What follows belongs to an exercise in optimizing a design on an open flow for small area, a short achievable clock period and few clock cycles per item; a production flow would make more cautious choices.
RTL that was checked went through simulation tests only; none was proved equivalent to the original.
No driver is modelled on the clock port, so clock power and skew are understated where the tree is cut down; a real chip needs a root buffer or a tree.
Power is estimated from default activity; no workload was simulated.

## the previous run
==> module RIM, before the edit <==
module RIM(
    input clk,rst_n,in_valid,
    input [7:0] maze,
    output reg out_valid,
    output reg [2:0] out_row,out_col
);
localparam CUT = 7;
reg  [62:8] a;
wire [63:8] R = {1'b1, a};
wire [71:8] B;    
reg  [2:0] cnt;
reg        calc;
reg        m_prev;
assign B[71:64] = 8'd0;
genvar r, c;
generate
    for (r = 1; r <= 7; r = r + 1) begin : g_r
        for (c = 0; c <= 7; c = c + 1) begin : g_c
            if (r == 7 && c == 7) begin : g_t
                assign B[63] = 1'b1;
            end else if (r + c == CUT - 1) begin : g_u
                assign B[r*8+c] = R[r*8+c] & (((r == 7) ? 1'b0 : R[(r+1)*8+c]) | ((c == 7) ? 1'b0 : R[r*8+c+1]));
            end else if (c == 7) begin : g_e
                assign B[r*8+c] = R[r*8+c] & B[(r+1)*8+c];
            end else begin : g_i
                assign B[r*8+c] = R[r*8+c] & (B[(r+1)*8+c] | B[r*8+c+1]);
            end
        end
    end
endgenerate
wire busy = calc | out_valid;
wire shift = ~busy | m_prev;
integer i;
always @(posedge clk) begin
    for (i = 8; i < 56; i = i + 1)
        a[i] <= shift ? R[i+8] : B[i];
    for (i = 56; i < 63; i = i + 1)
        a[i] <= ~busy ? maze[i-56] : (~m_prev & B[i]);
end
wire at_end   = (out_row == 3'd7) && (out_col == 3'd7);
wire [7:0] below = m_prev ? R[23:16] : {R[15:9], B[8]};
wire down = below[out_col];
always @(posedge clk) begin
    m_prev <= out_valid & down;
end
always @(posedge clk) begin
    cnt <= in_valid ? cnt + 3'd1 : 3'd0;
    calc <= in_valid && cnt == 3'd7;
end
always @(posedge clk or negedge rst_n) begin
    if (!rst_n) begin
        out_valid <= 1'b0;
        out_row <= 3'd0;
        out_col <= 3'd0;
    end else begin
        out_valid <= calc | (out_valid & ~at_end);
        if (out_valid) begin
            if (down)
                out_row <= out_row + 3'd1;
            if (~down | at_end)
                out_col <= out_col + 3'd1;
        end
    end
end
endmodule
export LEC_CHECK = 0
export ABC_CLOCK_PERIOD_IN_PS = 2500
export CAP_MARGIN = 20
export CORE_MARGIN = 2
export CORE_UTILIZATION = 40
export SLEW_MARGIN = 20
create_clock -name core_clock -period 8.0 [get_ports {clk}]
standard.sh (not shown) runs the stock make flow with config.mk's settings and CLKGATE_MAP_FILE= SYNTH_SCRIPT=/design/flow/synth_recipe.tcl, a recipe that flattens the netlist after the stock synthesis.
==> flow/flow/run.sh <==
#!/bin/bash
# Standard ORFS layout (the standard.sh, standard synthesis unchanged),
# with the extra make settings listed in flow/args.txt (one per line), and
# the clock tree replaced by flow/oneclk.tcl (run as the PRE_CTS hook).
set -euo pipefail
mapfile -t ARGS < <(grep -v '^#' flow/args.txt | grep -v '^$')
bash standard.sh "${ARGS[@]}" PRE_CTS_TCL=$PWD/flow/oneclk.tcl finish > standard_flow.log 2>&1
==> flow/flow/args.txt <==
SETUP_SLACK_MARGIN=5.5
BUFFER_PORTS_ARGS=-buffer_cell sky130_fd_sc_hd__buf_1
==> flow/flow/oneclk.tcl <==
# PRE_CTS hook: replace the clock tree by a few clock buffers, each driving an
# equal share of the clock sinks (split by x position) from the centre of its
# share, so the clock reaches every register through exactly one buffer.
# TritonCTS is then skipped: clock_tree_synthesis becomes a no-op.
set clkbuf_cell sky130_fd_sc_hd__clkbuf_16
set sinks_per_buf 21
set db [ord::get_db]
set block [ord::get_db_block]
set m [$db findMaster $clkbuf_cell]
set clk [$block findNet clk]
set sinks {}
foreach it [$clk getITerms] {
  set bb [[$it getInst] getBBox]
  lappend sinks [list [expr {([$bb xMin]+[$bb xMax])/2}] [expr {([$bb yMin]+[$bb yMax])/2}] $it]
}
set sinks [lsort -integer -index 0 $sinks]
set ns [llength $sinks]
set nb [expr {($ns + $sinks_per_buf - 1) / $sinks_per_buf}]
puts "oneclk: $ns clock sinks, $nb buffers ($clkbuf_cell)"
for {set g 0} {$g < $nb} {incr g} {
  set lo [expr {$g*$ns/$nb}]
  set hi [expr {($g+1)*$ns/$nb - 1}]
  set nn [odb::dbNet_create $block clknet_root_$g]
  $nn setSigType CLOCK
  set inst [odb::dbInst_create $block $m clkbuf_root_$g]
  set xs 0; set ys 0; set n 0
  foreach s [lrange $sinks $lo $hi] {
    lassign $s x y it
    incr xs $x; incr ys $y; incr n
    $it disconnect
    $it connect $nn
  }
  $inst setLocation [expr {$xs/$n}] [expr {$ys/$n}]
  $inst setPlacementStatus PLACED
  foreach it [$inst getITerms] {
    set mt [[$it getMTerm] getName]
    if {$mt == "A"} {$it connect $clk}
    if {$mt == "X"} {$it connect $nn}
  }
}
detailed_placement
rename clock_tree_synthesis {}
proc clock_tree_synthesis {args} { puts "clock_tree_synthesis skipped: clock buffers placed by oneclk.tcl" }
Testbench counts of the previous run, summed over its fixed seeds: cycles 11,040, mazes 480.
The following lists how the current run was set up differently from the previous run:
-- flow/design.v --
<<< the previous run, line 38
        a[i] <= ~busy ? maze[i-56] : (~m_prev & B[i]);
end
wire at_end   = (out_row == 3'd7) && (out_col == 3'd7);
wire [7:0] below = m_prev ? R[23:16] : {R[15:9], B[8]};
wire down = below[out_col];
always @(posedge clk) begin
    m_prev <= out_valid & down;
end
always @(posedge clk) begin
    cnt <= in_valid ? cnt + 3'd1 : 3'd0;
    calc <= in_valid && cnt == 3'd7;
end
always @(posedge clk or negedge rst_n) begin
    if (!rst_n) begin
        out_valid <= 1'b0;
        out_row <= 3'd0;
        out_col <= 3'd0;
    end else begin
        out_valid <= calc | (out_valid & ~at_end);
        if (out_valid) begin
            if (down)
                out_row <= out_row + 3'd1;
            if (~down | at_end)
                out_col <= out_col + 3'd1;
        end
>>> the current run, line 38
        a[i] <= ~busy ? maze[i-56] : (~m_prev & B[i]);
end
wire at_start = (out_row == 3'd0) && (out_col == 3'd0);
wire at_end   = (out_row == 3'd7) && (out_col == 3'd7);
wire [7:0] below = m_prev ? R[23:16] : R[15:8];
wire down_w = below[out_col];
wire down = at_start ? B[8] : down_w;
always @(posedge clk) begin
    m_prev <= out_valid & down;
end
always @(posedge clk or negedge rst_n) begin
    if (!rst_n) begin
        cnt <= 3'd0;
        calc <= 1'b0;
        out_valid <= 1'b0;
        out_row <= 3'd0;
        out_col <= 3'd0;
    end else begin
        if (in_valid)
            cnt <= cnt + 3'd1;
        calc <= in_valid && cnt == 3'd7;
        if (calc)
            out_valid <= 1'b1;
        else if (out_valid) begin
            if (at_end) begin
                out_valid <= 1'b0;
                out_row <= 3'd0;
                out_col <= 3'd0;
            end else if (down)
                out_row <= out_row + 3'd1;
            else
                out_col <= out_col + 3'd1;
        end
[summary]
The current run finished every stage and its layout cleared the timing, design-rule and antenna checks. The time the worst path needs with I/O delays and setup of the current run falls short of that of the previous run by 0.033 ns. In the flow results for the previous run and the current run, the via count of the first global-routing pass is larger on the current run. Of the previous run and the current run, the lower number of multi-input combinational cells in the layout belongs to the previous run. Compared with the previous run, in the current run average wire per cell in the routed design rose by about 1%, area after synthesis rose by 54 sq um. Against the previous run, routed wire length on met2 in the current run rose by more than 10%. The current run vs the previous run: wire length up. Overall power consumption: the current run better than the previous run. The maximum ir drop on the vdd rail of the current run was inferior to that of the previous run. The previous run → the current run: setup slack after placement decreased by 0.13 ns relative to the old numbers; synthesized net count increased by 2.1% relative to the old numbers. Looking at number of well taps, the current run sits about 2.7% above the previous run. The net count reported at finish in the current run was higher than what the previous run gave.
Testbench counts of the current run, summed over its fixed seeds: cycles 11,040, mazes 480.
No run of this note takes its clock network from TritonCTS; it comes from the design's own scripts or RTL.

Another version of the RTL of RIM (not shown whole).
Size in the first run: about 60 flip-flops, ~18 I/O pins, ~0.0027 mm2 of cells after synthesis.
==> module RIM, before the edit <==
module RIM(
    input clk,rst_n,in_valid,
    input [7:0] maze,
    output reg out_valid,
    output reg [2:0] out_row,out_col
);
reg  [62:8] a;
wire [63:8] R = {1'b1, a};
wire [71:8] B;    
reg  [2:0] cnt;
reg        m_prev;
assign B[71:64] = 8'd0;
genvar r, c;
generate
    for (r = 1; r <= 7; r = r + 1) begin : g_r
        for (c = 0; c <= 7; c = c + 1) begin : g_c
            if (r == 7 && c == 7) begin : g_t
                assign B[63] = 1'b1;
            end else if (c == 7) begin : g_e
                assign B[r*8+c] = R[r*8+c] & B[(r+1)*8+c];
            end else begin : g_i
                assign B[r*8+c] = R[r*8+c] & (B[(r+1)*8+c] | B[r*8+c+1]);
            end
        end
    end
endgenerate
wire shift = ~out_valid | m_prev;
integer i;
always @(posedge clk) begin
    for (i = 8; i < 56; i = i + 1)
        a[i] <= shift ? R[i+8] : B[i];
    for (i = 56; i < 63; i = i + 1)
        a[i] <= ~out_valid ? maze[i-56] : (m_prev | B[i]);
end
wire at_start = (out_row == 3'd0) && (out_col == 3'd0);
wire at_end   = (out_row == 3'd7) && (out_col == 3'd7);
wire [7:0] below = m_prev ? R[23:16] : R[15:8];
wire down = at_start ? B[8] : ((out_row != 3'd7) && below[out_col]);
always @(posedge clk) begin
    m_prev <= out_valid & ~at_end & down;
end
always @(posedge clk or negedge rst_n) begin
    if (!rst_n) begin
        cnt <= 3'd0;
        out_valid <= 1'b0;
        out_row <= 3'd0;
        out_col <= 3'd0;
    end else begin
        if (in_valid)
            cnt <= cnt + 3'd1;
        if (out_valid) begin
            if (at_end) begin
                out_valid <= 1'b0;
                out_row <= 3'd0;
                out_col <= 3'd0;
            end else if (down)
                out_row <= out_row + 3'd1;
            else
                out_col <= out_col + 3'd1;
        end else if (in_valid && cnt == 3'd7)
            out_valid <= 1'b1;
    end
end
endmodule
clock: 8.0 ns
lec_check: 0
abc_clock_period_in_ps: 2500
cap_margin: 20
core_margin: 2
core_utilization: 40
setup_slack_margin: 5
slew_margin: 20
run.sh (not shown) runs the stock make flow with config.mk's settings and CLKGATE_MAP_FILE= SYNTH_SCRIPT=/design/flow/synth_recipe.tcl, a recipe that flattens the netlist after the stock synthesis.
Stock flow here: none of the scripts above is used.
Testbench counts at the start, summed over its fixed seeds: cycles 10,560, mazes 480.
Then changed:
==> flow/design.v (replaced) <==
module RIM(
    input clk,rst_n,in_valid,
    input [7:0] maze,
    output reg out_valid,
    output reg [2:0] out_row,out_col
);
localparam CUT = 7;
reg  [62:8] a;
wire [63:8] R = {1'b1, a};
wire [71:8] B;    
reg  [2:0] cnt;
reg        calc;
reg        m_prev;
assign B[71:64] = 8'd0;
genvar r, c;
generate
    for (r = 1; r <= 7; r = r + 1) begin : g_r
        for (c = 0; c <= 7; c = c + 1) begin : g_c
            if (r == 7 && c == 7) begin : g_t
                assign B[63] = 1'b1;
            end else if (r + c == CUT - 1) begin : g_u
                assign B[r*8+c] = R[r*8+c] & (R[(r+1)*8+c] | ((c == 7) ? 1'b0 : R[r*8+c+1]));
            end else if (c == 7) begin : g_e
                assign B[r*8+c] = R[r*8+c] & B[(r+1)*8+c];
            end else begin : g_i
                assign B[r*8+c] = R[r*8+c] & (B[(r+1)*8+c] | B[r*8+c+1]);
            end
        end
    end
endgenerate
wire busy = calc | out_valid;
wire shift = ~busy | m_prev;
integer i;
always @(posedge clk) begin
    for (i = 8; i < 56; i = i + 1)
        a[i] <= shift ? R[i+8] : B[i];
    for (i = 56; i < 63; i = i + 1)
        a[i] <= ~busy ? maze[i-56] : (m_prev | B[i]);
end
wire at_start = (out_row == 3'd0) && (out_col == 3'd0);
wire at_end   = (out_row == 3'd7) && (out_col == 3'd7);
wire [7:0] below = m_prev ? R[23:16] : R[15:8];
wire down_w = (out_row != 3'd7) && below[out_col];
wire down = at_start ? B[8] : down_w;
always @(posedge clk) begin
    m_prev <= out_valid & ~at_end & down;
end
always @(posedge clk or negedge rst_n) begin
    if (!rst_n) begin
        cnt <= 3'd0;
        calc <= 1'b0;
        out_valid <= 1'b0;
        out_row <= 3'd0;
        out_col <= 3'd0;
    end else begin
        if (in_valid)
            cnt <= cnt + 3'd1;
        calc <= in_valid && cnt == 3'd7;
        if (calc)
            out_valid <= 1'b1;
        else if (out_valid) begin
            if (at_end) begin
                out_valid <= 1'b0;
                out_row <= 3'd0;
                out_col <= 3'd0;
            end else if (at_start) begin
                out_row <= {2'b00, B[8]};
                out_col <= {2'b00, ~B[8]};
            end else if (down_w)
                out_row <= out_row + 3'd1;
            else
                out_col <= out_col + 3'd1;
        end
    end
end
endmodule
Outcome: The changed run produced a clean layout. Maximum frequency climbs by roughly a tenth. Combinational power increases by roughly a tenth. Cell area is lower by roughly a tenth. Sequential share of layout area went up by 4.7 points. Sequential cell count is higher by 1. Power is higher by a few percent. Global-route usage shrinks by 0.15 points. Routed wire length drops by a few percent. Worst setup slack gains 350 ps. Count of clock-buffer cells in the layout stays the same. Non-clock buffer count falls by 6. Clock power grows by about a fifth. Via count decreases by a few percent. Hold slack barely changes.
No functional check of the RTL was part of the second run of this note.

RIM with an RTL version that a note above also has.
Size in the first run: ~61 flip-flops, ~2600 um^2 of cells after synthesis.
==> module RIM, before the edit <==
module RIM(
    input clk,rst_n,in_valid,
    input [7:0] maze,
    output reg out_valid,
    output reg [2:0] out_row,out_col
);
localparam CUT = 7;
reg  [62:8] a;
wire [63:8] R = {1'b1, a};
wire [71:8] B;    
reg  [2:0] cnt;
reg        calc;
reg        m_prev;
assign B[71:64] = 8'd0;
genvar r, c;
generate
    for (r = 1; r <= 7; r = r + 1) begin : g_r
        for (c = 0; c <= 7; c = c + 1) begin : g_c
            if (r == 7 && c == 7) begin : g_t
                assign B[63] = 1'b1;
            end else if (r + c == CUT - 1) begin : g_u
                assign B[r*8+c] = R[r*8+c] & (R[(r+1)*8+c] | ((c == 7) ? 1'b0 : R[r*8+c+1]));
            end else if (c == 7) begin : g_e
                assign B[r*8+c] = R[r*8+c] & B[(r+1)*8+c];
            end else begin : g_i
                assign B[r*8+c] = R[r*8+c] & (B[(r+1)*8+c] | B[r*8+c+1]);
            end
        end
    end
endgenerate
wire busy = calc | out_valid;
wire shift = ~busy | m_prev;
integer i;
always @(posedge clk) begin
    for (i = 8; i < 56; i = i + 1)
        a[i] <= shift ? R[i+8] : B[i];
    for (i = 56; i < 63; i = i + 1)
        a[i] <= ~busy ? maze[i-56] : (m_prev | B[i]);
end
wire at_start = (out_row == 3'd0) && (out_col == 3'd0);
wire at_end   = (out_row == 3'd7) && (out_col == 3'd7);
wire [7:0] below = m_prev ? R[23:16] : R[15:8];
wire down_w = (out_row != 3'd7) && below[out_col];
wire down = at_start ? B[8] : down_w;
always @(posedge clk) begin
    m_prev <= out_valid & ~at_end & down;
end
always @(posedge clk or negedge rst_n) begin
    if (!rst_n) begin
        cnt <= 3'd0;
        calc <= 1'b0;
        out_valid <= 1'b0;
        out_row <= 3'd0;
        out_col <= 3'd0;
    end else begin
        if (in_valid)
            cnt <= cnt + 3'd1;
        calc <= in_valid && cnt == 3'd7;
        if (calc)
            out_valid <= 1'b1;
        else if (out_valid) begin
            if (at_end) begin
                out_valid <= 1'b0;
                out_row <= 3'd0;
                out_col <= 3'd0;
            end else if (at_start) begin
                out_row <= {2'b00, B[8]};
                out_col <= {2'b00, ~B[8]};
            end else if (down_w)
                out_row <= out_row + 3'd1;
            else
                out_col <= out_col + 3'd1;
        end
    end
end
endmodule
Settings: LEC_CHECK=0, CAP_MARGIN=20, CORE_MARGIN=2, CORE_UTILIZATION=40, SLEW_MARGIN=20; clock period 8.0 ns.
Then changed:
==> flow/design.v (replaced) <==
module RIM(
    input clk,rst_n,in_valid,
    input [7:0] maze,
    output reg out_valid,
    output reg [2:0] out_row,out_col
);
reg  [62:8] a;
wire [63:8] R = {1'b1, a};
wire [71:8] B;    
reg  [2:0] cnt;
reg        m_prev;
assign B[71:64] = 8'd0;
genvar r, c;
generate
    for (r = 1; r <= 7; r = r + 1) begin : g_r
        for (c = 0; c <= 7; c = c + 1) begin : g_c
            if (r == 7 && c == 7) begin : g_t
                assign B[63] = 1'b1;
            end else if (c == 7) begin : g_e
                assign B[r*8+c] = R[r*8+c] & B[(r+1)*8+c];
            end else begin : g_i
                assign B[r*8+c] = R[r*8+c] & (B[(r+1)*8+c] | B[r*8+c+1]);
            end
        end
    end
endgenerate
wire shift = ~out_valid | m_prev;
integer i;
always @(posedge clk) begin
    for (i = 8; i < 56; i = i + 1)
        a[i] <= shift ? R[i+8] : B[i];
    for (i = 56; i < 63; i = i + 1)
        a[i] <= ~out_valid ? maze[i-56] : (m_prev | B[i]);
end
wire at_start = (out_row == 3'd0) && (out_col == 3'd0);
wire at_end   = (out_row == 3'd7) && (out_col == 3'd7);
wire [7:0] below = m_prev ? R[23:16] : R[15:8];
wire down = at_start ? B[8] : ((out_row != 3'd7) && below[out_col]);
always @(posedge clk) begin
    m_prev <= out_valid & ~at_end & down;
end
always @(posedge clk or negedge rst_n) begin
    if (!rst_n) begin
        cnt <= 3'd0;
        out_valid <= 1'b0;
        out_row <= 3'd0;
        out_col <= 3'd0;
    end else begin
        if (in_valid)
            cnt <= cnt + 3'd1;
        if (out_valid) begin
            if (at_end) begin
                out_valid <= 1'b0;
                out_row <= 3'd0;
                out_col <= 3'd0;
            end else if (down)
                out_row <= out_row + 3'd1;
            else
                out_col <= out_col + 3'd1;
        end else if (in_valid && cnt == 3'd7)
            out_valid <= 1'b1;
    end
end
endmodule
- sequential share of layout area falls by 1.8 points
- via count increases by about 1.4%
- total power falls by about 9%
- die area rises by about 3.3%
- clock power falls by about 9%
- final cell count barely changes
- fmax is lower by 12%
- clock skew stays flat
- wire length is higher by about 2.5%
- clock-buffer cell count goes up by 3
- register-to-register slack gets worse by 1.2 ns
- combinational power drops by 19%
Testbench counts after the change, summed over its fixed seeds: cycles 10,560, mazes 480.
Only the layout flow was run in the first run of this note; the RTL was not checked for function there.

## static timing again, ports no longer ideal
In the flow no input, the clock included, has a driving cell. The finished layouts below were timed again as built, in two steps. Step 1, drivers: a clkbuf_16 drives clk and a buf_2 each remaining input, both assumed. Step 2 also shifts input and output timing later by t, the mid clock arrival at the registers, as if the neighbouring blocks saw the same clock. Three values: no drivers, after step 1, after step 2; two values: the first two.
run | t (ns) | setup slack, ns | worst slew at a driven data input, ns
the previous run | 0.203 | 5.579 / 5.522 / 5.725 | 0.03
the current run | 0.206 | 5.612 / 5.554 / 5.685 | 0.03
the first run of note 2 | 0.365 | 4.719 / 4.719 / 4.719 | 0.03
the second run of note 2 | 0.359 | 5.069 / 5.039 / 5.373 | 0.03
the first run of note 3 | 0.358 | 4.889 / 4.859 / 5.217 | 0.03
the second run of note 3 | 0.357 | 4.462 / 4.462 / 4.462 | 0.03
After both steps setup and hold are still met in every run listed.
